This design comes from an exercise in tuning for small area on the open sky130 flow, not from production work.
Only simulation tests tie the RTL to the original design; equivalence was not proved.
No activity file was given, so power comes from the tool's default toggle rates.

**design.v**
```verilog
module pause_manager(
    input      clk_in,
    input      rst_in,
    input      pause_0_in,
    input      unpause_0_in,
    input      pause_unpause_0_in,
    output     inject_pause_out
);
    reg  pause_0_reg;
    reg  unpause_0_reg;
    wire set_pause_0;
    wire reset_pause_0;
    reg  pause_unpause_0_gen;
    reg  pause_unpause_0_reg;
    assign set_pause_0   = !pause_0_reg && pause_0_in;
    assign reset_pause_0 = !unpause_0_reg && unpause_0_in;
    always @(posedge clk_in) begin
        if(rst_in) begin
            pause_unpause_0_gen <= 1'b0;
            pause_0_reg         <= 1'b0;
            unpause_0_reg       <= 1'b0;
            pause_unpause_0_reg <= 1'b0;
        end
        else begin
            pause_0_reg   <= pause_0_in;
            unpause_0_reg <= unpause_0_in;
            case({set_pause_0,reset_pause_0})
                2'b00: pause_unpause_0_gen <= pause_unpause_0_gen;
                2'b01: pause_unpause_0_gen <= 1'b0;
                2'b10: pause_unpause_0_gen <= 1'b1;
                2'b11: pause_unpause_0_gen <= pause_unpause_0_gen;
            endcase
            pause_unpause_0_reg <= pause_unpause_0_in;
        end
    end
    assign inject_pause_out = pause_unpause_0_gen ||
                              pause_unpause_0_reg;
endmodule
module payload_encoder(
    input             clk_in,
    input             rst_in,
    input      [63:0] s_axis_tdata,
    input       [7:0] s_axis_tkeep,
    input       [7:0] s_axis_tuser,
    input       [7:0] s_axis_tdest,
    input             s_axis_tlast,
    input             s_axis_tvalid,
    output            s_axis_tready,
    input             inject_pause_in,
    input             pause_in,
    output reg [63:0] payload_out,
    output reg  [1:0] header_out
);
    localparam T_S1    = 8'h1e;
    localparam T_S2    = 8'h2d;
    localparam T_S3    = 8'h33;
    localparam T_S4    = 8'h4b;
    localparam T_S5    = 8'h55;
    localparam T_T0    = 8'h66;
    localparam T_T1    = 8'h78;
    localparam T_T2    = 8'h87;
    localparam T_T3    = 8'h99;
    localparam T_T4    = 8'haa;
    localparam T_T5    = 8'hb4;
    localparam T_T6    = 8'hcc;
    localparam T_T7    = 8'hd2;
    localparam T_IDLE  = 8'h00;
    localparam T_ERROR = 8'he1;
    localparam T_PAUSE = 8'hff;
    localparam H_DATA  = 2'b01;
    localparam H_CTRL  = 2'b10;
    localparam START       = 2'd0;
    localparam SEND_MIDDLE = 2'd1;
    localparam SEND_LAST   = 2'd2;
    reg        tready_reg;
    reg [63:0] b_data;
    reg  [7:0] b_keep;
    reg  [7:0] b_user;
    reg  [7:0] b_dest;
    reg        b_last;
    reg        b_valid;
    reg [63:0] h_data;
    reg  [7:0] h_keep;
    reg  [7:0] h_user;
    reg  [7:0] h_dest;
    reg        h_last;
    reg        h_valid;
    wire [89:0] b_beat = {b_data,b_keep,b_user,b_dest,b_last,b_valid};
    wire [89:0] h_beat = {h_data,h_keep,h_user,h_dest,h_last,h_valid};
    wire [89:0] c_beat = ({90{tready_reg}} & b_beat) | ({90{!tready_reg}} & h_beat);
    wire [63:0] c_data  = c_beat[89:26];
    wire  [7:0] c_keep  = c_beat[25:18];
    wire  [7:0] c_user  = c_beat[17:10];
    wire  [7:0] c_dest  = c_beat[9:2];
    wire        c_last  = c_beat[1];
    wire        c_valid = c_beat[0];
    reg        inject_pause_reg;
    reg [23:0] tdata_temp;
    reg  [2:0] tkeep_temp;
    reg  [1:0] state;
    reg  [1:0] next_state;
    reg        tready_int;
    function [63:0] start_payload;
        input  [7:0] tkeep;
        input  [7:0] tuser;
        input  [7:0] tdest;
        input [63:0] tdata;
            case(tkeep)
                8'h80: start_payload = {T_S1,tuser,tdest,tdata[63:56],{32{1'b0}}};
                8'hc0: start_payload = {T_S2,tuser,tdest,tdata[63:48],{24{1'b0}}};
                8'he0: start_payload = {T_S3,tuser,tdest,tdata[63:40],{16{1'b0}}};
                8'hf0: start_payload = {T_S4,tuser,tdest,tdata[63:32],{8{1'b0}}};
                8'hf8: start_payload = {T_S5,tuser,tdest,tdata[63:24]};
                8'hfc: start_payload = {T_S5,tuser,tdest,tdata[63:24]};
                8'hfe: start_payload = {T_S5,tuser,tdest,tdata[63:24]};
                8'hff: start_payload = {T_S5,tuser,tdest,tdata[63:24]};
                default: start_payload = {T_ERROR,{56{1'b0}}};
            endcase
    endfunction
    function [63:0] end_payload;
        input  [7:0] tkeep;
        input [63:0] tdata;
            case(tkeep)
                8'h00: end_payload = {T_T0,{56{1'b0}}};
                8'h80: end_payload = {T_T1,tdata[63:56],{48{1'b0}}};
                8'hc0: end_payload = {T_T2,tdata[63:48],{40{1'b0}}};
                8'he0: end_payload = {T_T3,tdata[63:40],{32{1'b0}}};
                8'hf0: end_payload = {T_T4,tdata[63:32],{24{1'b0}}};
                8'hf8: end_payload = {T_T5,tdata[63:24],{16{1'b0}}};
                8'hfc: end_payload = {T_T6,tdata[63:16],{8{1'b0}}};
                8'hfe: end_payload = {T_T7,tdata[63:8]};
                default: end_payload = {T_ERROR,{56{1'b0}}};
            endcase
    endfunction
    assign s_axis_tready = tready_reg;
    wire inject = inject_pause_reg ^ inject_pause_in;
    always @(*) begin
        tready_int  = 1'b1;
        header_out  = H_CTRL;
        payload_out = {T_IDLE,{56{1'b0}}};
        next_state  = state;
        if(inject) begin
            tready_int  = 1'b0;
            payload_out = {T_PAUSE,s_axis_tuser,{8{1'b0}},{32{inject_pause_in}},{8{1'b0}}};
        end
        else if(pause_in) begin
            tready_int  = 1'b0;
        end
        else begin
            case(state)
                START: begin
                    if(c_valid) begin
                        payload_out = start_payload(c_keep,c_user,c_dest,c_data);
                        next_state  = c_keep[3] ? (c_last ? SEND_LAST : SEND_MIDDLE) : START;
                    end
                end
                SEND_MIDDLE: begin
                    if(c_valid) begin
                        if(c_last && !c_keep[3]) begin
                            payload_out = end_payload({tkeep_temp,c_keep[7:3]},{tdata_temp,c_data[63:24]});
                            next_state  = c_keep[4] ? SEND_LAST : START;
                        end
                        else begin
                            header_out  = H_DATA;
                            payload_out = {tdata_temp,c_data[63:24]};
                            next_state  = c_last ? SEND_LAST : SEND_MIDDLE;
                        end
                    end
                end
                default: begin
                    tready_int  = 1'b0;
                    payload_out = end_payload({tkeep_temp,{5{1'b0}}},{tdata_temp,{40{1'b0}}});
                    next_state  = START;
                end
            endcase
        end
    end
    always @(posedge clk_in) begin
        if(tready_reg) begin
            b_data <= s_axis_tdata;
            b_keep <= s_axis_tkeep;
            b_user <= s_axis_tuser;
            b_dest <= s_axis_tdest;
            b_last <= s_axis_tlast;
        end
        h_data  <= c_data;
        h_keep  <= c_keep;
        h_user  <= c_user;
        h_dest  <= c_dest;
        h_last  <= c_last;
        h_valid <= c_valid;
        if(c_valid) begin
            tdata_temp <= c_data[23:0];
            tkeep_temp <= c_keep[2:0];
        end
    end
    always @(posedge clk_in) begin
        if(rst_in) begin
            b_valid          <= 1'b0;
            inject_pause_reg <= 1'b0;
            state            <= START;
        end
        else begin
            if(tready_reg)
                b_valid      <= s_axis_tvalid;
            inject_pause_reg <= inject_pause_in;
            state            <= next_state;
        end
    end
    always @(posedge clk_in)
        tready_reg <= tready_int;
endmodule
module payload_manager(
    input  [63:0] payload_in,
    input   [1:0] header_in,
    output [63:0] payload_out,
    output  [1:0] header_out,
    output        valid_out
);
    localparam H_CTRL = 2'b10;
    localparam T_IDLE = 8'h00;
    assign valid_out = !(header_in == H_CTRL && payload_in[63:56] == T_IDLE);
    assign header_out = header_in;
    assign payload_out = payload_in;
endmodule
module payload_decoder(
    input             clk_in,
    input             rst_in,
    input      [63:0] payload_in,
    input       [1:0] header_in,
    input             valid_in,
    output reg [63:0] m_axis_tdata,
    output reg  [7:0] m_axis_tkeep,
    output      [7:0] m_axis_tuser,
    output      [7:0] m_axis_tdest,
    output reg        m_axis_tlast,
    output            m_axis_tvalid,
    output            m_error,
    output            pause_out,
    output            unpause_out,
    output      [7:0] pause_src_out
);
    localparam T_S1    = 8'h1e;
    localparam T_S2    = 8'h2d;
    localparam T_S3    = 8'h33;
    localparam T_S4    = 8'h4b;
    localparam T_S5    = 8'h55;
    localparam T_T0    = 8'h66;
    localparam T_T1    = 8'h78;
    localparam T_T2    = 8'h87;
    localparam T_T3    = 8'h99;
    localparam T_T4    = 8'haa;
    localparam T_T5    = 8'hb4;
    localparam T_T6    = 8'hcc;
    localparam T_T7    = 8'hd2;
    localparam T_IDLE  = 8'h00;
    localparam T_ERROR = 8'he1;
    localparam T_PAUSE = 8'hff;
    localparam H_DATA  = 2'b01;
    localparam H_CTRL  = 2'b10;
    localparam START       = 2'd0;
    localparam SEND_MIDDLE = 2'd1;
    localparam SEND_LAST   = 2'd2;
    localparam END         = 2'd3;
    localparam O_NONE = 4'd0;
    localparam O_ERR  = 4'd1;
    localparam O_S1   = 4'd2;
    localparam O_S2   = 4'd3;
    localparam O_S3   = 4'd4;
    localparam O_S4   = 4'd5;
    localparam O_DATA = 4'd6;
    localparam O_T0   = 4'd7;
    localparam O_T1   = 4'd8;
    localparam O_T2   = 4'd9;
    localparam O_T3   = 4'd10;
    localparam O_T47  = 4'd11;
    localparam O_L4   = 4'd12;
    localparam O_L5   = 4'd13;
    localparam O_L6   = 4'd14;
    localparam O_L70  = 4'd15;
    reg [63:0] payload_reg;
    reg        ctrl_reg;
    reg        valid_reg;
    reg [39:0] prev_data;
    reg  [3:0] out_code;
    reg  [7:0] m_axis_tuser_reg;
    reg  [7:0] m_axis_tdest_reg;
    reg        pause_reg;
    reg        unpause_reg;
    reg  [7:0] pause_src_reg;
    reg  [1:0] state;
    reg  [3:0] code_int;
    reg        load_buf;
    reg        load_ud;
    reg  [1:0] pause_sel;    
    reg  [1:0] next_state;
    wire [7:0] r_type = payload_reg[63:56];
    wire [7:0] i_type = payload_in[63:56];
    wire       i_data = header_in == H_DATA;
    wire       i_ctrl = header_in == H_CTRL;
    function [7:0] dec_in;
        input       ctrl;
        input [7:0] itype;
        input [1:0] stay;
            if(ctrl) begin
                case(itype)
                    T_PAUSE: dec_in = {O_NONE,stay,1'b0,1'b1};
                    T_IDLE:  dec_in = {O_NONE,stay,1'b0,1'b0};
                    T_T0:    dec_in = {O_T0,END,1'b1,1'b0};
                    T_T1:    dec_in = {O_T1,END,1'b1,1'b0};
                    T_T2:    dec_in = {O_T2,END,1'b1,1'b0};
                    T_T3:    dec_in = {O_T3,END,1'b1,1'b0};
                    T_T4, T_T5, T_T6, T_T7:
                             dec_in = {O_T47,SEND_LAST,1'b1,1'b0};
                    default: dec_in = {O_ERR,START,1'b1,1'b0};
                endcase
            end
            else dec_in = {O_ERR,START,1'b1,1'b0};
    endfunction
    wire [7:0] dec_start  = dec_in(i_ctrl,i_type,START);
    wire [7:0] dec_middle = dec_in(i_ctrl,i_type,SEND_MIDDLE);
    always @(*) begin
        code_int   = O_NONE;
        load_buf   = 1'b1;
        load_ud    = 1'b0;
        pause_sel  = 2'd0;
        next_state = state;
        if(valid_reg) begin
            if(ctrl_reg && r_type == T_PAUSE) begin
                pause_sel = 2'd1;
            end
            else if(ctrl_reg && r_type == T_IDLE) begin
                ;
            end
            else begin
                case(state)
                    START: begin
                        next_state = START;
                        if(ctrl_reg && r_type == T_S1) begin code_int = O_S1; load_ud = 1'b1; end
                        else if(ctrl_reg && r_type == T_S2) begin code_int = O_S2; load_ud = 1'b1; end
                        else if(ctrl_reg && r_type == T_S3) begin code_int = O_S3; load_ud = 1'b1; end
                        else if(ctrl_reg && r_type == T_S4) begin code_int = O_S4; load_ud = 1'b1; end
                        else if(ctrl_reg && r_type == T_S5) begin
                            if(valid_in) begin
                                if(i_data) begin
                                    code_int   = O_DATA;
                                    load_ud    = 1'b1;
                                    next_state = SEND_MIDDLE;
                                end
                                else begin
                                    {code_int,next_state,load_buf} = dec_start[7:1];
                                    pause_sel = {dec_start[0],1'b0};
                                    load_ud   = dec_start[7:4] != O_NONE && dec_start[7:4] != O_ERR;
                                end
                            end
                            else load_buf = 1'b0;
                        end
                        else code_int = O_ERR;
                    end
                    SEND_MIDDLE: begin
                        if(valid_in) begin
                            if(i_data) begin
                                code_int = O_DATA;
                                load_ud  = 1'b1;
                            end
                            else begin
                                {code_int,next_state,load_buf} = dec_middle[7:1];
                                pause_sel = {dec_middle[0],1'b0};
                            end
                        end
                        else load_buf = 1'b0;
                    end
                    SEND_LAST: begin
                        next_state = START;
                        if(ctrl_reg && r_type == T_T4) code_int = O_L4;
                        else if(ctrl_reg && r_type == T_T5) code_int = O_L5;
                        else if(ctrl_reg && r_type == T_T6) code_int = O_L6;
                        else if(ctrl_reg && r_type == T_T7) begin
                            next_state = SEND_LAST;
                            if(valid_in) begin
                                if(i_ctrl && i_type == T_PAUSE) begin
                                    load_buf = 1'b0; pause_sel = 2'd2;
                                end
                                else if(i_ctrl && i_type == T_IDLE) begin
                                    load_buf = 1'b0;
                                end
                                else if(i_ctrl && i_type == T_T0) begin
                                    code_int = O_L70; next_state = END;
                                end
                                else begin
                                    code_int = O_ERR; next_state = START;
                                end
                            end
                            else load_buf = 1'b0;
                        end
                        else code_int = O_ERR;
                    end
                    default: next_state = START;
                endcase
            end
        end
    end
    always @(posedge clk_in) begin
        if(load_buf) begin
            payload_reg <= payload_in;
            ctrl_reg    <= header_in == H_CTRL;
        end
        prev_data <= payload_reg[39:0];
    end
    always @(posedge clk_in) begin
        if(rst_in) begin
            valid_reg        <= 1'b0;
            m_axis_tuser_reg <= 8'd0;
            m_axis_tdest_reg <= 8'd0;
            state            <= START;
        end
        else begin
            if(load_buf)
                valid_reg    <= valid_in;
            if(load_ud) begin
                m_axis_tuser_reg <= payload_reg[55:48];
                m_axis_tdest_reg <= payload_reg[47:40];
            end
            state            <= next_state;
        end
    end
    always @(posedge clk_in) begin
            out_code         <= code_int;
            case(pause_sel)
                2'd1: begin
                    pause_reg     <= &payload_reg[39:8];
                    unpause_reg   <= !(&payload_reg[39:8]);
                    pause_src_reg <= payload_reg[55:48];
                end
                2'd2: begin
                    pause_reg     <= &payload_in[39:8];
                    unpause_reg   <= !(&payload_in[39:8]);
                    pause_src_reg <= payload_in[55:48];
                end
                default: begin
                    pause_reg     <= 1'b0;
                    unpause_reg   <= 1'b0;
                    pause_src_reg <= 8'd0;
                end
            endcase
    end
    assign m_axis_tuser  = m_axis_tuser_reg;
    assign m_axis_tdest  = m_axis_tdest_reg;
    assign m_axis_tvalid = out_code[3:1] != 3'd0;
    assign m_error       = out_code == O_ERR;
    assign pause_out     = pause_reg;
    assign unpause_out   = unpause_reg;
    assign pause_src_out = pause_src_reg;
    always @(*) begin
        m_axis_tdata = {64{1'b0}};
        m_axis_tkeep = 8'h00;
        m_axis_tlast = 1'b1;
        case(out_code)
            O_NONE: m_axis_tlast = 1'b0;
            O_ERR:  m_axis_tlast = 1'b0;
            O_S1:   begin m_axis_tdata = {prev_data[39:32],{56{1'b0}}}; m_axis_tkeep = 8'h80; end
            O_S2:   begin m_axis_tdata = {prev_data[39:24],{48{1'b0}}}; m_axis_tkeep = 8'hc0; end
            O_S3:   begin m_axis_tdata = {prev_data[39:16],{40{1'b0}}}; m_axis_tkeep = 8'he0; end
            O_S4:   begin m_axis_tdata = {prev_data[39:8],{32{1'b0}}};  m_axis_tkeep = 8'hf0; end
            O_DATA: begin m_axis_tdata = {prev_data,payload_reg[63:40]}; m_axis_tkeep = 8'hff; m_axis_tlast = 1'b0; end
            O_T0:   begin m_axis_tdata = {prev_data,{24{1'b0}}}; m_axis_tkeep = 8'hf8; end
            O_T1:   begin m_axis_tdata = {prev_data,payload_reg[55:48],{16{1'b0}}}; m_axis_tkeep = 8'hfc; end
            O_T2:   begin m_axis_tdata = {prev_data,payload_reg[55:40],{8{1'b0}}}; m_axis_tkeep = 8'hfe; end
            O_T3:   begin m_axis_tdata = {prev_data,payload_reg[55:32]}; m_axis_tkeep = 8'hff; end
            O_T47:  begin m_axis_tdata = {prev_data,payload_reg[55:32]}; m_axis_tkeep = 8'hff; m_axis_tlast = 1'b0; end
            O_L4:   begin m_axis_tdata = {prev_data[31:24],{56{1'b0}}}; m_axis_tkeep = 8'h80; end
            O_L5:   begin m_axis_tdata = {prev_data[31:16],{48{1'b0}}}; m_axis_tkeep = 8'hc0; end
            O_L6:   begin m_axis_tdata = {prev_data[31:8],{40{1'b0}}};  m_axis_tkeep = 8'he0; end
            default: begin m_axis_tdata = {prev_data[31:0],{32{1'b0}}}; m_axis_tkeep = 8'hf0; end
        endcase
    end
endmodule
module aqueduct_codec(
    input         clk,
    input         rst,
    input  [63:0] s_axis_tdata,
    input   [7:0] s_axis_tkeep,
    input   [7:0] s_axis_tuser,
    input   [7:0] s_axis_tdest,
    input         s_axis_tlast,
    input         s_axis_tvalid,
    output        s_axis_tready,
    input         s_pause,
    input         s_send_pause,
    input         rx_almost_full,
    input         rx_almost_empty,
    output [63:0] tx_payload,
    output  [1:0] tx_header,
    input  [63:0] rx_payload,
    input   [1:0] rx_header,
    input         rx_valid,
    output [63:0] m_axis_tdata,
    output  [7:0] m_axis_tkeep,
    output  [7:0] m_axis_tuser,
    output  [7:0] m_axis_tdest,
    output        m_axis_tlast,
    output        m_axis_tvalid,
    output        m_error,
    output        m_pause,
    output        m_unpause,
    output  [7:0] m_pause_src
);
    wire        inject_pause;
    wire [63:0] rx_pm_payload;
    wire  [1:0] rx_pm_header;
    wire        rx_pm_valid;
    pause_manager pause_manager_inst(
        .clk_in(clk),
        .rst_in(rst),
        .pause_0_in(rx_almost_full),
        .unpause_0_in(rx_almost_empty),
        .pause_unpause_0_in(s_send_pause),
        .inject_pause_out(inject_pause)
    );
    payload_encoder payload_encoder_inst(
        .clk_in(clk),
        .rst_in(rst),
        .s_axis_tdata(s_axis_tdata),
        .s_axis_tkeep(s_axis_tkeep),
        .s_axis_tuser(s_axis_tuser),
        .s_axis_tdest(s_axis_tdest),
        .s_axis_tlast(s_axis_tlast),
        .s_axis_tvalid(s_axis_tvalid),
        .s_axis_tready(s_axis_tready),
        .inject_pause_in(inject_pause),
        .pause_in(s_pause),
        .payload_out(tx_payload),
        .header_out(tx_header)
    );
    payload_manager payload_manager_inst(
        .payload_in(rx_payload),
        .header_in(rx_header),
        .payload_out(rx_pm_payload),
        .header_out(rx_pm_header),
        .valid_out(rx_pm_valid)
    );
    payload_decoder payload_decoder_inst(
        .clk_in(clk),
        .rst_in(rst),
        .payload_in(rx_pm_payload),
        .header_in(rx_pm_header),
        .valid_in(rx_valid && rx_pm_valid),
        .m_axis_tdata(m_axis_tdata),
        .m_axis_tkeep(m_axis_tkeep),
        .m_axis_tuser(m_axis_tuser),
        .m_axis_tdest(m_axis_tdest),
        .m_axis_tlast(m_axis_tlast),
        .m_axis_tvalid(m_axis_tvalid),
        .m_error(m_error),
        .pause_out(m_pause),
        .unpause_out(m_unpause),
        .pause_src_out(m_pause_src)
    );
endmodule
```
**flow/run.sh**
```bash
#!/bin/bash
# The standard layout with two changes:
#  - synthesis maps the logic with an area-oriented ABC script (flow/area.abc);
#    everything else in synthesis (registers, flattening, renaming) is the standard flow's own
#  - port buffers are made of the smallest buffer cell
set -euo pipefail
HERE=$(pwd)
FLOWDIR=$(cd "$(dirname "$0")" && pwd)
cp "$FLOWDIR/area.abc" "$HERE/area.abc"
{
  echo "proc abc {args} {"
  echo "  set i [lsearch -exact \$args -script]"
  echo "  if {\$i >= 0} { lset args [expr {\$i + 1}] $HERE/area.abc }"
  echo "  yosys abc {*}\$args"
  echo "}"
  cat "$HERE/synth_recipe.tcl"
} > "$HERE/area_synth.tcl"
sed "s#SYNTH_SCRIPT=[^ ]*#SYNTH_SCRIPT=$HERE/area_synth.tcl#" standard.sh > my_standard.sh
grep -q "SYNTH_SCRIPT=$HERE/area_synth.tcl" my_standard.sh
export BUFFER_PORTS_ARGS="-buffer_cell sky130_fd_sc_hd__buf_1"
bash my_standard.sh > flow_run.log 2>&1
```
**flow/area.abc**
```
strash
&get -n
&fraig -x
&put
scorr
dc2
dretime
strash
&get -n
&dch -f
&nf -R 1000
&put
strash
&get -n
&dch -f
&nf -R 1000
&put
```
**standard.sh**
```bash
#!/bin/bash
# synth_recipe.tcl (not shown) runs the flow's synth.tcl, then flattens the netlist and writes it again
# the make line also repeats each setting of config.mk as NAME=value (left out here)
make -C /OpenROAD-flow-scripts/flow DESIGN_CONFIG=/design/flow/config.mk WORK_HOME=/design/flow/orfs CLKGATE_MAP_FILE= SYNTH_SCRIPT=/design/flow/synth_recipe.tcl "${@:-finish}"
```
**config.mk**
```make
export PLATFORM = sky130hd
export DESIGN_NAME = aqueduct_codec
export DESIGN_NICKNAME = aqueduct_codec
export VERILOG_FILES = /design/flow/design.v
export SDC_FILE = /design/flow/constraint.sdc
export NUM_CORES = 4
export LEC_CHECK = 0
export CAP_MARGIN = 20
export CORE_MARGIN = 2
export CORE_UTILIZATION = 65
export CTS_BUF_LIST = sky130_fd_sc_hd__clkbuf_16
export CTS_CLUSTER_DIAMETER = 150
export CTS_CLUSTER_SIZE = 28
export SLEW_MARGIN = 20
```
**constraint.sdc**
```tcl
create_clock -name core_clock -period 4.5 [get_ports {clk}]
set_input_delay 0.9000 -clock core_clock [delete_from_list [all_inputs] [get_ports {clk}]]
set_output_delay 0.9000 -clock core_clock [all_outputs]
set_load 0.01 [all_outputs]
```
==> results of run 1 <==
## cells in the final DEF, fill, tap and decap left out, types with 7 or more instances in the layout
cell,count
nor2_1,116
a21oi_1,78
mux2i_1,29
mux2_1,77
dfxtp_1,171
o21ai_0,26
buf_1,330
nand2_1,69
nor2b_1,28
a31oi_1,12
and2_0,12
nor3_1,20
clkinv_1,20
nand3_1,26
o21ai_1,34
nand2b_1,10
a22o_1,58
clkbuf_16,16
nor4_1,7
buf_4,34
nand4_1,31
a22oi_1,31
inv_1,9
a21oi_2,9
edfxtp_1,181
o22ai_1,8
## final timing paths
path | end | slack [ns] | depth (start not counted) | start
hold reg to reg | payload_decoder_inst.prev_data[4]$_DFF_P_ | 0.35 | 0 | payload_decoder_inst.payload_reg[4]$_DFFE_PP_
hold / removal | payload_decoder_inst.prev_data[4]$_DFF_P_ | 0.35 | 0 | payload_decoder_inst.payload_reg[4]$_DFFE_PP_
setup reg to reg | payload_decoder_inst.payload_reg[12]$_DFFE_PP_ | 1.76 | 6 | payload_decoder_inst.payload_reg[60]$_DFFE_PP_
setup / recovery | tx_payload[28] | 0.21 | 13 | payload_encoder_inst.tready_reg$_SDFF_PN0_
## synth_stat cells, drive strengths merged, types with 3 or more instances
| cell | count |
|---|---|
| or2 | 4 |
| nand3 | 27 |
| clkinv | 24 |
| nor2 | 117 |
| a211oi | 3 |
| nand2 | 74 |
| mux2i | 30 |
| edfxtp | 181 |
| and2 | 14 |
| a22oi | 31 |
| a32o | 5 |
| o21ai | 66 |
| dfxtp | 172 |
| and3 | 4 |
| nor3 | 22 |
| mux2 | 78 |
| ha | 3 |
| nand4 | 31 |
| o41ai | 4 |
| a221o | 3 |
| nand2b | 13 |
| a221oi | 5 |
| nor2b | 29 |
| o31ai | 3 |
| a21oi | 88 |
| a31oi | 13 |
| o22ai | 8 |
| nor4 | 8 |
| a22o | 58 |
## worst max-delay path, stage by stage, from the launching register on
cell and delay [ns]:
dfxtp_4 0.50, mux2_1 0.45, nor2_1 0.14, a21oi_1 0.05
or4_4 0.49, nand2b_4 0.18, nand2_4 0.20, a21oi_2 0.05
clkinv_2 0.17, a21oi_2 0.05, clkinv_2 0.15, a32oi_1 0.07
o21ai_1 0.15, buf_1 0.21
## power by group through the flow
stage | clock (mW) | combinational, mW | sequential (mW)
after floorplan | 0 | 0.532 | 3.96
after global placement | 0 | 0.878 | 3.96
after detailed placement | 0 | 0.901 | 3.98
after CTS | 1.64 | 0.907 | 3.91
after global routing | 1.76 | 1.01 | 3.94
final | 1.64 | 0.929 | 3.92
## timing repair
action | in CTS | in global routing
gates resized for setup | 0 | 4
buffers inserted | 0 | 1
endpoints found under the setup margin | 0 | 29
## per-stage QoR
step | cells | utilization [%]
floorplan | 1146 | -
global placement | 1786 | 76.3
detailed placement | 1786 | 76.3
CTS | 1813 | 78.5
global route | 1815 | 78.7
finish | 1816 | 78.7
## area by class of cell
class / instances / area (sq um) / area share, %
inverters: 24 / 98.8 / 0.599
repair buffers: 366 / 1530 / 9.30
clock inverters: 11 / 66.3 / 0.402
clock buffers: 16 / 400 / 2.43
well taps: 275 / 344 / 2.09
diodes: 2 / 5.00 / 0.0303
multi-input cells: 769 / 5160 / 31.3
flip-flops and latches: 353 / 8880 / 53.9
## cells by family (layout without fill, tap and decap cells)
family / after synthesis / in the layout / share of synthesized area, %
simple gates: 352 / 352 / 12.1
compound gates: 306 / 306 / 14.5
buf+inv: 24 / 417 / 0.650
flops: 353 / 353 / 64.0
mux: 108 / 108 / 8.50
other cells: 0 / 2 / 0
fa+ha+maj: 3 / 3 / 0.271
## layer usage
metal / wire length [um] / part of all wire [%] / vias up
li1: - / - / 5162
met1: 15000 / 38 / 5493
met2: 20200 / 51 / 623
met3: 3280 / 8.2 / 98
met4: 1420 / 3.5 / 0
met5: 0 / 0 / -
==> results.yml, run 1 <==
run_status:
  status: "no timing/DRC/antenna violations"
route:
  drt_iter0_markers: 1089
  drc_errors: 0
  dr.pass1.iters: 7
  wl_mm: 39.9
  antenna_left: 0
  vias: 11400
  vias_per_cell: 6.26
  wl_per_cell_um: 22.0
layout:
  area_growth_pct: 19.0
  fin_nets: 1696
  nFillCells: 1307
  final_layout_size_suffix_gt1_share_pct: 7.02
  design_area_sq_mm: 0.0165
worst_setup_path:
  worst-path-max-fanout: 15
  start_kind: "flip-flop"
  endpoint_kind: "output port"
  critical_path_class: "reg2out"
  cp.arrival_ns: 3.39
  required_ns: 3.60
grt:
  antenna_found_initial: 1
  track_usage_pct: 34.5
  grtUsageMet2_pct: 60.6
  grt_max_degree: 76
  grt_pass1_wl_mm: 60.2
  top_usage_layer: "met2"
  use_met1_pct: 42.9
  grt_use_met3_pct: 6.22
  first_global_vias: 11100
  grt_overflow: 0
clocking:
  cts_max_level: 1
  cts_hold_buf: 0
  clock_path_buffers: 3
  path_clk_slew_ns: 0.11
  numCtsBuffers: 16
  worstSkewPairLatency_ns: 0.53
  cts_tree: "yes"
  numClockSinks: 353
  clock-root-buffer: "clkbuf_16"
placement:
  portBuffers: 330
  place_congestion: 0.958
  dp_slack_ns: 0.617
  placed_area_sq_mm: 0.0160
  hpwl_mm: 29.4
sta:
  setup_slack_ns: 0.213
  worst_hold_slack_ns: 0.351
  min_period_over_period_pct: 95.3
  finClkSkew_ns: 0.0145
  setup_violations: 0
  rsz0062_at_grt: "no"
  maxSlewHeadroom_pct: 29.5
  period_minus_slack_ns: 4.29
  finalHoldViolCount: 0
  max_freq_mhz: 233
  worst_pin_slew_ns: 1.05
  finalMaxSlewViolations: 0
  setup_tns_ns: 0
die:
  ios: 331
  core-area_sq_mm: 0.0210
  die_h_um: 150
  start_util_pct: 66.2
  dieArea_sq_mm: 0.0225
  num_rows: 53
  die_w_um: 150
pwr:
  switchingPower_mw: 1.73
  power_frac_seq_pct: 60.4
  p_leak_nw: 5.74
  internal_power_mw: 4.76
  p_comb_share_pct: 14.3
  irDropWorstVdd_mv: 0.319
  p_total_mw: 6.49
  power_frac_clock_pct: 25.3
  p_per_area_mw_per_mm2: 393
  swShare_pct: 26.6
synthesis:
  syn_avg_cell_area_sq_um: 12.1
  yosysTopAreaCell: "edfxtp_1"
  syn_nets: 1312
  synth_warnings: 3
  ys_seq_area_share_pct: 64.0
  synth.distinct_cells: 47
  yosysTopAreaCellShare_pct: 39.2
  synthTopCellsByArea: "edfxtp_1 (39%), dfxtp_1 (25%), mux2_1 (6.3%)"
  yosys_most_used_dff: "edfxtp_1"
  synth_enable_flop_cells: 181
  async_flop_share_pct: 0
  syn_area_sq_mm: 0.0139
  ys_ff_latch: 353
  synth_cells: 1146
run:
  drv_cap: 0
hold_path:
  hold_path.class: "reg2reg"
==> inputs of run 2 (changes only) <==
--- a/flow/area.abc
+++ b/flow/area.abc
@@ -9,4 +9,3 @@
 &get -n
-&dch -f
-&nf -R 1000
+&deepsyn -T 60
 &put
==> results.yml, run 2 <==
worst_setup_path:
  max_stage_delay_ns: 0.39
  required_ns: 3.60
  cp.arrival_ns: 3.39
  start_kind: "flip-flop"
  crit_slowest_cell: "o21ai_4"
  endpoint_kind: "output port"
  worst-path-max-fanout: 10
  crit_buf_inv: 3
  crit_chain: "nor2_1, or2_0, buf_4, nand2_1, nor3_1, buf_4, nand2_1, o21ai_4, o21bai_2, a221o_1, buf_1"
  cpLargestDelayFamily: "simple AND/OR/NAND/NOR gates"
  critical_path_class: "reg2out"
die:
  ios: 331
  die_w_um: 145
  dieArea_sq_mm: 0.0211
  core-area_sq_mm: 0.0195
  die_h_um: 145
  start_util_pct: 66.5
  num_rows: 51
clocking:
  path_clk_slew_ns: 0.10
  worstSkewPairLatency_ns: 0.52
  clock_path_buffers: 3
  cts_hold_buf: 0
  numCtsBuffers: 16
  clock-root-buffer: "clkbuf_16"
  cts_tree: "yes"
  numClockSinks: 353
  cts_max_level: 1
synthesis:
  synthTopCellsByCount: "edfxtp_1 (181), dfxtp_1 (172), mux2_1 (83)"
  synth_enable_flop_cells: 181
  synthTopCellsByArea: "edfxtp_1 (42%), dfxtp_1 (27%), mux2_1 (7.2%)"
  ys_ff_latch: 353
  async_flop_share_pct: 0
  yosys_most_used_dff: "edfxtp_1"
  yosysTopAreaCell: "edfxtp_1"
  yosysTopAreaCellShare_pct: 41.9
  synth_warnings: 3
  syn_nets: 1111
  syn_area_sq_mm: 0.0130
  synth.most_common_cell: "edfxtp_1"
  synth_cells: 945
  synth.distinct_cells: 41
  syn_avg_cell_area_sq_um: 13.7
  ys_seq_area_share_pct: 68.4
layout:
  layout.cells.non_filler: 1584
  design_area_sq_mm: 0.0153
  final_layout_size_suffix_gt1_share_pct: 4.63
  area_growth_pct: 17.7
  final_common_cell: "buf_1"
  final_cell_mix: "buf_1 (330), edfxtp_1 (181), dfxtp_1 (171)"
  final_core_util_pct: 78.3
  fin_nets: 1474
pwr:
  power_frac_seq_pct: 62.8
  p_total_mw: 6.16
  irDropWorstVdd_mv: 0.294
  switchingPower_mw: 1.51
  internal_power_mw: 4.65
  p_comb_share_pct: 10.9
  swShare_pct: 24.5
  power_frac_clock_pct: 26.3
  p_per_area_mw_per_mm2: 403
  p_leak_nw: 5.41
route:
  drt_iter0_markers: 751
  wl_per_cell_um: 21.2
  antenna_left: 0
  vias: 9531
  dr.pass1.iters: 7
  wl_mm: 33.6
  vias_per_cell: 6.02
  drc_errors: 0
sta:
  rsz0062_at_grt: "no"
  finalMaxSlewViolations: 0
  setup_tns_ns: 0
  maxSlewHeadroom_pct: 21.8
  min_period_over_period_pct: 95.4
  finClkSkew_ns: 0.0214
  setup_violations: 0
  worst_pin_slew_ns: 1.17
  max_freq_mhz: 233
  finalHoldViolCount: 0
  period_minus_slack_ns: 4.29
grt:
  grt_max_degree: 55
  first_global_vias: 9505
  grt_overflow: 0
  grt_pass1_wl_mm: 51.4
  track_usage_pct: 30.9
  antenna_found_initial: 1
placement:
  hpwl_mm: 24.6
  place_congestion: 0.936
  portBuffers: 330
  dp_cells: 1552
  placed_area_sq_mm: 0.0147
hold_path:
  hold_path.class: "reg2reg"
run:
  drv_cap: 0
run_status:
  status: "no timing/DRC/antenna violations"
-- run 2: changes by cell type after synthesis, sizes merged, moves of 9 or more --
cell    delta
nand4     -10
nor2b     -15
nand3     -18
o221ai     +9
mux2i     -19
o21ai     -36
a221o     +21
a22o      +24
a21oi     -67
a22oi     -24
nor2      -71
-- run 2: power by group through the flow --
stage,clock network [mW],logic [mW],registers [mW]
4_1_cts,1.64,0.659,3.87
5_1_grt,1.74,0.739,3.90
3_5_place_dp,0,0.653,3.94
2_1_floorplan,0,0.385,3.92
6_report,1.62,0.674,3.87
3_3_place_gp,0,0.636,3.92
-- run 2: layout make-up --
| cell class | count | area (sq um) |
|---|---|---|
| flip-flops and latches | 353 | 8880 |
| fillers | 1307 | 4240 |
| multi-input cells | 563 | 4120 |
| repair buffers | 345 | 1360 |
| clock buffers | 16 | 400 |
| well taps | 265 | 332 |
| inverters | 29 | 116 |
| clock inverters | 12 | 70.1 |
| diodes | 1 | 2.50 |
-- run 2: timing repair --
action / CTS / global route
pin swaps: 1 / 0
setup buffers: 2 / 1
hold endpoints to repair: 0 / 0
endpoints found under the setup margin: 16 / 48
gates resized for setup: 2 / 10
-- run 2: logic make-up after synthesis --
| family | after synthesis | share of synthesized area (%) |
|---|---|---|
| compound gates | 220 | 13.1 |
| xor+xnor | 1 | 0.0675 |
| fa+ha+maj | 3 | 0.289 |
| buf+inv | 29 | 0.839 |
| flops | 353 | 68.4 |
| mux | 94 | 8.05 |
| simple gates | 245 | 9.25 |
-- run 2: routing by layer --
metal  share of wire (%)  GRT usage (%)  vias up  wire, um
met5                   0              0        -         0
met4                 2.9           9.17        0       982
met3                 8.9           7.11       73      2990
met2                  50           54.3      486     16700
met1                  38           38.4     4575     12900
li1                    -              -     4397         -
-- run 2: path summary, 6_finish.rpt --
path / startpoint / endpoint / slack (ns) / cells past startpoint
setup / recovery: pause_manager_inst.pause_unpause_0_gen$_SDFFE_PP0N_ / tx_payload[19] / 0.21 / 11
hold / removal: payload_decoder_inst.payload_reg[7]$_DFFE_PP_ / payload_decoder_inst.prev_data[7]$_DFF_P_ / 0.35 / 0
setup reg to reg: payload_decoder_inst.payload_reg[56]$_DFFE_PP_ / payload_decoder_inst.payload_reg[49]$_DFFE_PP_ / 0.94 / 9
hold reg to reg: payload_decoder_inst.payload_reg[7]$_DFFE_PP_ / payload_decoder_inst.prev_data[7]$_DFF_P_ / 0.35 / 0
-- run 2: per-stage QoR --
stage,setup slack (ns),hold slack (ns)
floorplan,-0.0409,0.323
global placement,0.457,0.324
detailed placement,0.352,0.329
CTS,-0.0206,0.352
global route,0.00631,0.358
finish,0.207,0.351
==> inputs of run 3 (changes only) <==
--- a/flow/area.abc
+++ b/flow/area.abc
@@ -16 +16,9 @@
 &put
+&get -n
+&deepsyn -T 60
+&put
+strash
+&get -n
+&dch -f
+&nf -R 1000
+&put
--- a/config.mk
+++ b/config.mk
@@ -12,3 +12,3 @@
 export CTS_CLUSTER_DIAMETER = 150
-export CTS_CLUSTER_SIZE = 28
+export CTS_CLUSTER_SIZE = 32
 export SLEW_MARGIN = 20
==> results.yml, run 3 <==
placement:
  hpwl_mm: 24.8
  portBuffers: 330
  place_congestion: 0.914
  dp_slack_ns: 0.389
synthesis:
  syn_avg_cell_area_sq_um: 13.6
  synth_warnings: 3
  yosysTopAreaCellShare_pct: 41.9
  syn_nets: 1116
  ys_ff_latch: 353
  synth.distinct_cells: 45
  async_flop_share_pct: 0
  yosysTopAreaCell: "edfxtp_1"
  synth_enable_flop_cells: 181
  synth_cells: 950
  synth.most_common_cell: "edfxtp_1"
  syn_area_sq_mm: 0.0130
  synthTopCellsByCount: "edfxtp_1 (181), dfxtp_1 (172), a22o_1 (82)"
  yosys_most_used_dff: "edfxtp_1"
  ys_seq_area_share_pct: 68.5
  synthTopCellsByArea: "edfxtp_1 (42%), dfxtp_1 (27%), mux2_1 (6.2%)"
die:
  ios: 331
  core-area_sq_mm: 0.0195
  num_rows: 51
  die_w_um: 145
  die_h_um: 145
  dieArea_sq_mm: 0.0211
  start_util_pct: 66.4
clocking:
  path_clk_slew_ns: 0.12
  cts_hold_buf: 0
  cts_tree: "yes"
  numCtsBuffers: 15
  cts_max_level: 1
  worstSkewPairLatency_ns: 0.50
  clock_path_buffers: 3
  clock-root-buffer: "clkbuf_16"
  numClockSinks: 353
worst_setup_path:
  required_ns: 3.60
  r2r_cells: 13
  max_stage_delay_ns: 0.48
  crit_chain: "mux2i_2, clkinv_1, nand2_1, a21oi_2, or3_4, a21o_1, a31oi_1, nor2_1, and3_4, a221o_1, buf_1"
  worst-path-max-fanout: 13
  endpoint_kind: "output port"
  worst-path-stages: 11
  critical_path_class: "reg2out"
  crit_slowest_cell: "dfxtp_4"
  cpLargestDelayFamily: "simple AND/OR/NAND/NOR gates"
  crit_buf_inv: 2
  cp.arrival_ns: 3.46
  start_kind: "flip-flop"
layout:
  final_common_cell: "buf_1"
  area_growth_pct: 18.0
  final_cell_mix: "buf_1 (330), edfxtp_1 (181), dfxtp_1 (171)"
  layout.area.seq_sq_mm: 0.00888
  final_layout_size_suffix_gt1_share_pct: 5.35
  nFillCells: 1259
  fin_nets: 1484
  multiInputGateArea_sq_mm: 0.00409
route:
  wl_per_cell_um: 20.6
  antenna_left: 0
  drt_iter0_markers: 754
  dr.pass1.iters: 5
  wl_mm: 32.9
  vias_per_cell: 5.99
  vias: 9549
  drc_errors: 0
sta:
  setup_slack_ns: 0.141
  finalMaxSlewViolations: 0
  min_period_over_period_pct: 96.9
  finalHoldViolCount: 0
  worst_pin_slew_ns: 1.10
  setup_violations: 0
  worst_hold_slack_ns: 0.356
  finClkSkew_ns: 0.0510
  max_freq_mhz: 229
  rsz0062_at_grt: "no"
  period_minus_slack_ns: 4.36
  setup_tns_ns: 0
  maxSlewHeadroom_pct: 26.6
grt:
  grt_overflow: 0
  grt_pass1_wl_mm: 50.6
  use_met1_pct: 38.0
  track_usage_pct: 30.3
  grt_use_met3_pct: 4.94
  antenna_found_initial: 2
  first_global_vias: 9456
  grt_max_degree: 74
  top_usage_layer: "met2"
  grtUsageMet2_pct: 53.4
pwr:
  p_total_mw: 6.08
  irDropWorstVdd_mv: 0.409
  p_leak_nw: 5.52
  p_per_area_mw_per_mm2: 397
hold_path:
  hold_path.class: "reg2reg"
  min_path_cells: 0
run_status:
  status: "no timing/DRC/antenna violations"
run:
  drv_cap: 0
run 3: changes by cell type after synthesis, sizes merged, moves of 8 or more:
cell	before	now
nor2	46	56
clkinv	29	40
o21ai	30	21
mux2	83	71
a221o	24	16
nand3	9	17
mux2i	11	21
run 3: timing repair:
action	4_1_cts	5_1_grt
buffers inserted	0	4
pin swaps	0	1
resized for setup	2	7
endpoints found under the setup margin	16	47
endpoints found under the hold margin	0	0
run 3: where the power goes:
| part | leakage (nW) | internal, mW | switching [mW] |
|---|---|---|---|
| combinational | 2.05 | 0.245 | 0.417 |
| clock | 0.244 | 0.631 | 0.930 |
| sequential | 3.22 | 3.73 | 0.132 |
| total | 5.52 | 4.60 | 1.48 |
run 3: routing by layer:
layer / wire length [um] / vias to the layer above / part of all wire, %
met5: 0 / - / 0
met4: 1060 / 0 / 3.2
met3: 2730 / 69 / 8.3
met2: 16600 / 433 / 50
met1: 12500 / 4640 / 38
li1: - / 4407 / -
run 3: worst register-to-register path: stages (launching register included):
cell and delay (ns):
edfxtp_1 0.53, nor2_1 0.09, nand3_1 0.11, nor2_1 0.06, a21oi_1 0.21, nor2_1 0.10
a41o_1 0.24, nand4_1 0.11, nand2_1 0.06, nand2_1 0.10, o31ai_2 0.06, buf_4 0.20
nor2_1 0.84, a22o_1 0.25
run 3: stage by stage:
step                instance area, sq um  util (%)  instances
floorplan                          13100         -        950
global placement                   14800      75.7       1562
detailed placement                 14800      75.7       1562
CTS                                15200      78.0       1587
global route                       15300      78.3       1593
finish                             15300      78.3       1593
run 3: path summary, 6_finish.rpt:
check / start / end / slack [ns]
max: payload_encoder_inst.tready_reg$_SDFF_PN0_ / tx_payload[38] / 0.14
min: payload_decoder_inst.payload_reg[5]$_DFFE_PP_ / payload_decoder_inst.prev_data[5]$_DFF_P_ / 0.36
max reg2reg: payload_decoder_inst.payload_reg[57]$_DFFE_PP_ / payload_decoder_inst.m_axis_tdest_reg[4]$_SDFFE_PP0P_ / 1.49
min reg2reg: payload_decoder_inst.payload_reg[5]$_DFFE_PP_ / payload_decoder_inst.prev_data[5]$_DFF_P_ / 0.36
run 3: cells by family (layout without fill, tap and decap cells):
family | count (synthesis) | in the layout | share of synthesized area (%)
DFF | 353 | 353 | 68.5
and+or+nand+nor | 255 | 255 | 9.55
AOI/OAI and AO/OA | 207 | 207 | 12.7
muxes | 92 | 92 | 7.79
buffers and inverters | 40 | 416 | 1.16
adders and majority gates | 3 | 3 | 0.290
other | 0 | 2 | 0
run 3: area by class of cell:
class / instances / share of cell area (%)
multi-input combinational: 557 / 26.7
tap: 265 / 2.17
clock inverter: 10 / 0.417
clock buffer: 15 / 2.45
sequential: 353 / 58.1
timing repair buffer: 351 / 9.13
antenna: 2 / 0.0327
inverter: 40 / 1.02
==> inputs of run 4 (changes only) <==
--- a/design.v
+++ b/design.v
@@ -97,4 +97,4 @@
     reg        inject_pause_reg;
-    reg [23:0] tdata_temp;
-    reg  [2:0] tkeep_temp;
+    wire [23:0] tdata_temp = h_data[23:0];
+    wire  [2:0] tkeep_temp = h_keep[2:0];
     reg  [1:0] state;
@@ -185,12 +185,12 @@
         end
-        h_data  <= c_data;
-        h_keep  <= c_keep;
-        h_user  <= c_user;
-        h_dest  <= c_dest;
-        h_last  <= c_last;
-        h_valid <= c_valid;
-        if(c_valid) begin
-            tdata_temp <= c_data[23:0];
-            tkeep_temp <= c_keep[2:0];
-        end
+        h_data[63:24] <= c_data[63:24];
+        h_keep[7:3]   <= c_keep[7:3];
+        h_user        <= c_user;
+        h_dest        <= c_dest;
+        h_last        <= c_last;
+        h_valid       <= c_valid;
+        if(c_valid && tready_reg)
+            h_data[23:0] <= b_data[23:0];
+        if(c_valid)
+            h_keep[2:0]  <= c_keep[2:0];
     end
==> flow/area.abc (replaced) <==
strash
&get -n
&fraig -x
&put
scorr
dc2
dretime
strash
&get -n
&deepsyn -T 60
&put
strash
&get -n
&dch -f
&nf -R 1000
&put
--- a/config.mk
+++ b/config.mk
@@ -9,6 +9,6 @@
 export CORE_MARGIN = 2
-export CORE_UTILIZATION = 65
+export CORE_UTILIZATION = 70
 export CTS_BUF_LIST = sky130_fd_sc_hd__clkbuf_16
 export CTS_CLUSTER_DIAMETER = 150
-export CTS_CLUSTER_SIZE = 32
+export CTS_CLUSTER_SIZE = 28
 export SLEW_MARGIN = 20
==> results.yml, run 4 <==
pwr:
  power_frac_seq_pct: 62.5
  internal_power_mw: 4.24
  switchingPower_mw: 1.38
  p_per_area_mw_per_mm2: 387
  irDropWorstVdd_mv: 0.412
  swShare_pct: 24.5
  p_comb_share_pct: 10.8
  p_leak_nw: 5.14
  p_total_mw: 5.62
  power_frac_clock_pct: 26.8
die:
  start_util_pct: 71.2
  core-area_sq_mm: 0.0172
  dieArea_sq_mm: 0.0185
  ios: 331
  die_h_um: 136
  num_rows: 48
  die_w_um: 136
route:
  drc_errors: 0
  vias_per_cell: 6.35
  dr.pass1.iters: 8
  vias: 9729
  drt_iter0_markers: 896
  antenna_left: 0
  wl_per_cell_um: 22.8
  wl_mm: 35.0
worst_setup_path:
  crit_slowest_cell: "dfxtp_4"
  critical_path_class: "reg2out"
  cp.arrival_ns: 3.45
  r2r_cells: 14
  crit_chain: "mux2i_2, clkinv_2, and2_0, o21ai_2, nor2b_1, nor2_1, o21ai_0, o21ai_2, and2_2, a221o_1, buf_1"
  endpoint_kind: "output port"
  path_common_cell: "o21ai_2"
  worst-path-max-fanout: 11
  required_ns: 3.60
  max_stage_delay_ns: 0.46
  start_kind: "flip-flop"
synthesis:
  synthTopCellsByArea: "edfxtp_1 (44%), dfxtp_1 (24%), a22o_1 (5.8%)"
  syn_nets: 1095
  yosys_most_used_dff: "edfxtp_1"
  ys_seq_area_share_pct: 68.2
  synth_warnings: 3
  synth_cells: 929
  yosysTopAreaCell: "edfxtp_1"
  yosysTopAreaCellShare_pct: 44.5
  synth.most_common_cell: "edfxtp_1"
  syn_area_sq_mm: 0.0122
  synthTopCellsByCount: "edfxtp_1 (181), dfxtp_1 (145), a22o_1 (81)"
  synth.distinct_cells: 41
  ys_ff_latch: 326
  async_flop_share_pct: 0
  synth_enable_flop_cells: 181
  syn_avg_cell_area_sq_um: 13.2
hold_path:
  min_path_cells: 0
  hold_path.class: "reg2reg"
clocking:
  numCtsBuffers: 15
  cts_tree: "yes"
  worstSkewPairLatency_ns: 0.50
  cts_max_level: 1
  clock_path_buffers: 3
  cts_hold_buf: 0
  path_clk_slew_ns: 0.10
  clock-root-buffer: "clkbuf_16"
  numClockSinks: 326
sta:
  worst_pin_slew_ns: 1.17
  finalHoldViolCount: 0
  finClkSkew_ns: 0.0173
  rsz0062_at_grt: "no"
  finalMaxSlewViolations: 0
  period_minus_slack_ns: 4.35
  max_freq_mhz: 230
  maxSlewHeadroom_pct: 22.2
  min_period_over_period_pct: 96.6
  setup_violations: 0
  worst_hold_slack_ns: 0.335
grt:
  antenna_found_initial: 0
  track_usage_pct: 36.5
  grt_pass1_wl_mm: 51.7
  grt_overflow: 0
  first_global_vias: 9507
  grt_max_degree: 66
placement:
  dp_cells: 1503
  hpwl_mm: 25.0
  placed_area_sq_mm: 0.0140
  place_congestion: 0.991
  portBuffers: 330
layout:
  final_layout_size_suffix_gt1_share_pct: 5.43
  multiInputGateArea_sq_mm: 0.00384
  area_growth_pct: 18.7
  final_cell_mix: "buf_1 (330), edfxtp_1 (181), dfxtp_1 (144)"
  final_common_cell: "buf_1"
  nFillCells: 873
  diodes: 0
  fin_nets: 1466
  layout.area.seq_sq_mm: 0.00834
  design_area_sq_mm: 0.0145
  final_core_util_pct: 84.5
  layout.cells.non_filler: 1533
run_status:
  status: "no timing/DRC/antenna violations"
run:
  drv_cap: 0
==> run 4: cell types whose count changed in the layout (fill, tap and decap cells not counted), moves of 5 or more <==
cell	before	now
o21ai_2	1	10
mux2_1	70	44
o221ai_2	5	0
o21ai_0	19	37
dfxtp_1	171	144
a21oi_1	19	27
nand2b_1	5	10
nand3_1	17	24
==> run 4: layout make-up <==
class	instances	area share [%]
inverter	42	1.19
clock inverter	10	0.345
sequential	326	57.5
timing repair buffer	354	9.94
tap	225	1.94
multi-input combinational	561	26.5
clock buffer	15	2.59
==> run 4: critical path, delay by kind of cell, from the launching register on <==
kind                   cells  cell delay (ns)
flip-flops                 1             0.46
multiplexers               1             0.34
buffers and inverters      2             0.34
AO/OA/AOI/OAI              4             0.98
AND/OR/NAND/NOR            4             0.82
==> run 4: logic make-up (layout without fill, tap and decap cells) <==
family,after synthesis,count (layout),synth area share (%)
XOR/XNOR,1,1,0.0717
adder cells (fa/ha/maj),3,3,0.307
buffers and inverters,42,421,1.29
AND/OR/NAND/NOR,261,261,10.3
AO/OA/AOI/OAI,229,229,13.8
flip-flops,326,326,68.2
multiplexers,67,67,5.94
==> run 4: metrics by stage <==
step | worst slack, ns | TNS, ns
after global placement | 0.415 | 0
after CTS | 0.00609 | 0
after detailed placement | 0.335 | 0
after floorplan | -0.0374 | -0.351
after global routing | 0.00715 | 0
final | 0.151 | 0
==> run 4: power groups by stage <==
stage	combinational, mW	sequential (mW)	clock [mW]
finish	0.605	3.51	1.50
global placement	0.546	3.55	0
floorplan	0.323	3.56	0
detailed placement	0.564	3.57	0
global route	0.650	3.53	1.61
CTS	0.580	3.51	1.51
==> run 4: worst paths after layout <==
check	startpoint	endpoint	slack, ns
worst max register to register	payload_decoder_inst.payload_reg[63]$_DFFE_PP_	payload_decoder_inst.pause_reg$_DFF_P_	1.58
worst min-delay path	payload_decoder_inst.payload_reg[4]$_DFFE_PP_	payload_decoder_inst.prev_data[4]$_DFF_P_	0.33
worst max-delay path	payload_encoder_inst.tready_reg$_SDFF_PN0_	tx_payload[35]	0.15
worst min register to register	payload_decoder_inst.payload_reg[4]$_DFFE_PP_	payload_decoder_inst.prev_data[4]$_DFF_P_	0.33
==> run 4: repair_timing <==
item / in CTS / in global routing
pin swaps: 1 / 1
setup buffers: 3 / 2
gates cloned: 0 / 0
resized for setup: 3 / 4
setup endpoints to repair: 38 / 42
==> run 4: routing by layer <==
metal  part of all wire, %  track usage, %  vias up
li1                      -               -     4307
met1                    34            43.9     4615
met2                    51            64.3      696
met3                    11            7.61      111
met4                   4.4            15.0        0
met5                     0               0        -
==> inputs of run 5 (changes only) <==
--- a/config.mk
+++ b/config.mk
@@ -9,3 +9,3 @@
 export CORE_MARGIN = 2
-export CORE_UTILIZATION = 70
+export CORE_UTILIZATION = 65
 export CTS_BUF_LIST = sky130_fd_sc_hd__clkbuf_16
==> results.yml, run 5 <==
worst_setup_path:
  cp.arrival_ns: 3.44
  critical_path_class: "reg2out"
  start_kind: "flip-flop"
  endpoint_kind: "output port"
  worst-path-max-fanout: 11
  timing.rr.start: "payload_decoder_inst.payload_reg[61]$_DFFE_PP_"
  startpoint: "payload_encoder_inst.tready_reg$_SDFF_PN0_"
  required_ns: 3.60
  regToRegSetupSlack_ns: 1.43
sta:
  finClkSkew_ns: 0.0137
  finalMaxSlewViolations: 0
  period_minus_slack_ns: 4.34
  finalHoldViolCount: 0
  worst_hold_slack_ns: 0.350
  maxSlewHeadroom_pct: 30.3
  rsz0062_at_grt: "no"
  setup_violations: 0
  setup_tns_ns: 0
  min_period_over_period_pct: 96.5
  max_freq_mhz: 230
  worst_pin_slew_ns: 1.04
die:
  core-area_sq_mm: 0.0186
  die_w_um: 141
  ios: 331
  start_util_pct: 66.0
  die_h_um: 141
  dieArea_sq_mm: 0.0200
  num_rows: 50
clocking:
  worstSkewPairLatency_ns: 0.50
  cts_hold_buf: 0
  path_clk_slew_ns: 0.11
  cts_tree: "yes"
  clock_path_buffers: 3
  cts_max_level: 1
  numClockSinks: 326
  clock-root-buffer: "clkbuf_16"
  numCtsBuffers: 15
placement:
  portBuffers: 330
  hpwl_mm: 23.8
  placed_area_sq_mm: 0.0140
  place_congestion: 0.966
hold_path:
  hold_path.class: "reg2reg"
  hold_start: "payload_decoder_inst.payload_reg[3]$_DFFE_PP_"
route:
  vias: 9257
  vias_per_cell: 6.05
  wl_mm: 32.0
  antenna_left: 0
  wl_per_cell_um: 20.9
  drc_errors: 0
  drt_iter0_markers: 855
  dr.pass1.iters: 7
synthesis:
  synth_warnings: 3
  synthTopCellsByCount: "edfxtp_1 (181), dfxtp_1 (145), a22o_1 (81)"
  syn_avg_cell_area_sq_um: 13.3
  syn_nets: 1089
  yosys_most_used_dff: "edfxtp_1"
  ys_ff_latch: 326
  synth.most_common_cell: "edfxtp_1"
  synth_enable_flop_cells: 181
  synth_cells: 923
  ys_seq_area_share_pct: 68.0
  yosysTopAreaCellShare_pct: 44.3
  synthTopCellsByArea: "edfxtp_1 (44%), dfxtp_1 (24%), a22o_1 (5.8%)"
  yosysTopAreaCell: "edfxtp_1"
  syn_area_sq_mm: 0.0123
  synth.distinct_cells: 51
  async_flop_share_pct: 0
layout:
  nFillCells: 1236
  layout.area.seq_sq_mm: 0.00834
  area_growth_pct: 17.8
  design_area_sq_mm: 0.0144
  final_core_util_pct: 77.7
  fin_nets: 1454
  final_cell_mix: "buf_1 (330), edfxtp_1 (181), dfxtp_1 (144)"
  diodes: 0
  multiInputGateArea_sq_mm: 0.00381
  final_layout_size_suffix_gt1_share_pct: 4.09
  final_common_cell: "buf_1"
grt:
  grt_max_degree: 66
  antenna_found_initial: 0
  grt_overflow: 0
  grt_pass1_wl_mm: 48.2
  first_global_vias: 9029
  track_usage_pct: 30.8
run:
  drv_cap: 0
pwr:
  p_leak_nw: 5.05
  p_per_area_mw_per_mm2: 385
  irDropWorstVdd_mv: 0.356
  p_total_mw: 5.57
run_status:
  status: "no timing/DRC/antenna violations"
==> run 5: final cells by class <==
cell class              instances  area share (%)
clock buffers                  15            2.60
well taps                     234            2.03
inverters                      50            1.31
repair buffers                348            9.59
flip-flops and latches        326            57.8
clock inverters                11           0.372
multi-input cells             547            26.4
==> run 5: worst paths after layout <==
check / end / cells past startpoint
setup / recovery: tx_payload[14] / 10
hold / removal: payload_decoder_inst.prev_data[3]$_DFF_P_ / 0
setup reg to reg: payload_decoder_inst.pause_reg$_DFF_P_ / 15
hold reg to reg: payload_decoder_inst.prev_data[3]$_DFF_P_ / 0
==> run 5: metrics by stage <==
| stage | instances | setup WS [ns] |
|---|---|---|
| after floorplan | 923 | -0.171 |
| after global placement | 1503 | 0.407 |
| after detailed placement | 1503 | 0.273 |
| after CTS | 1530 | 0.0362 |
| after global routing | 1531 | 0.00270 |
| final | 1531 | 0.156 |
==> run 5: worst max-delay path, stage by stage, from the launching register on <==
cell      delay, ns
dfxtp_4        0.46
buf_6          0.20
mux2_1         0.40
nor2b_1        0.17
and2_0         0.26
nor2_2         0.29
o21ai_0        0.16
buf_4          0.19
nand2b_1       0.32
o221ai_1       0.30
buf_1          0.19
==> run 5: layer usage <==
layer	part of all wire, %	track usage (%)	up-vias
met4	2.8	8.37	0
met2	51	55.5	499
met5	0	0	-
met3	8.7	5.37	76
met1	38	38.6	4404
li1	-	-	4278
==> run 5: logic make-up after synthesis <==
kind of cell,synth area share (%)
xor gates and xnor gates,0.143
AOI/OAI and AO/OA,14.3
muxes,5.87
and+or+nand+nor,9.87
buffers and inverters,1.53
adders and majority gates,0.306
DFF,68.0
==> run 5: where the power goes <==
part	internal, mW	switching [mW]	total (mW)
Clock	0.626	0.868	1.49
Combinational	0.209	0.369	0.578
Sequential	3.40	0.0990	3.50
Total	4.23	1.34	5.57
==> run 5: timing repair <==
item / CTS / global route
setup endpoints to repair: 32 / 37
buffers inserted: 1 / 1
resized for setup: 2 / 9

==> afterwards: timing with drivers on the ports <==
How much do the figures lean on ideal ports? The routed layouts below were timed once more, with nothing changed but the port constraints. Step 1 assumes that a clkbuf_16 drives the clock port and a buf_2 every other input. Step 2, shift: input delay + t, output delay - t, t = (earliest + latest rising clock arrival at the registers) / 2. This alone moves slack from input paths to output paths. a / b / c = ideal ports / drivers / drivers and shift; a / b = the first two.
run	t (ns)	setup WS [ns]	worst hold slack (ns)	worst setup path after step 2	cell pins on the clock port's net
run 1	0.569	0.213 / 0.165 / 0.649	0.351 / 0.351 / 0.351	input to register	1
run 2	0.556	0.207 / 0.158 / 0.349	0.351 / 0.351 / 0.351	input to register	1
run 3	0.523	0.141 / 0.094 / 0.617	0.356 / 0.356 / 0.356	register to output	1
run 4	0.536	0.151 / 0.104 / 0.426	0.335 / 0.335 / 0.335	input to output	1
run 5	0.538	0.156 / 0.108 / 0.257	0.350 / 0.350 / 0.350	input to register	1
After both steps every run listed still meets setup and hold.
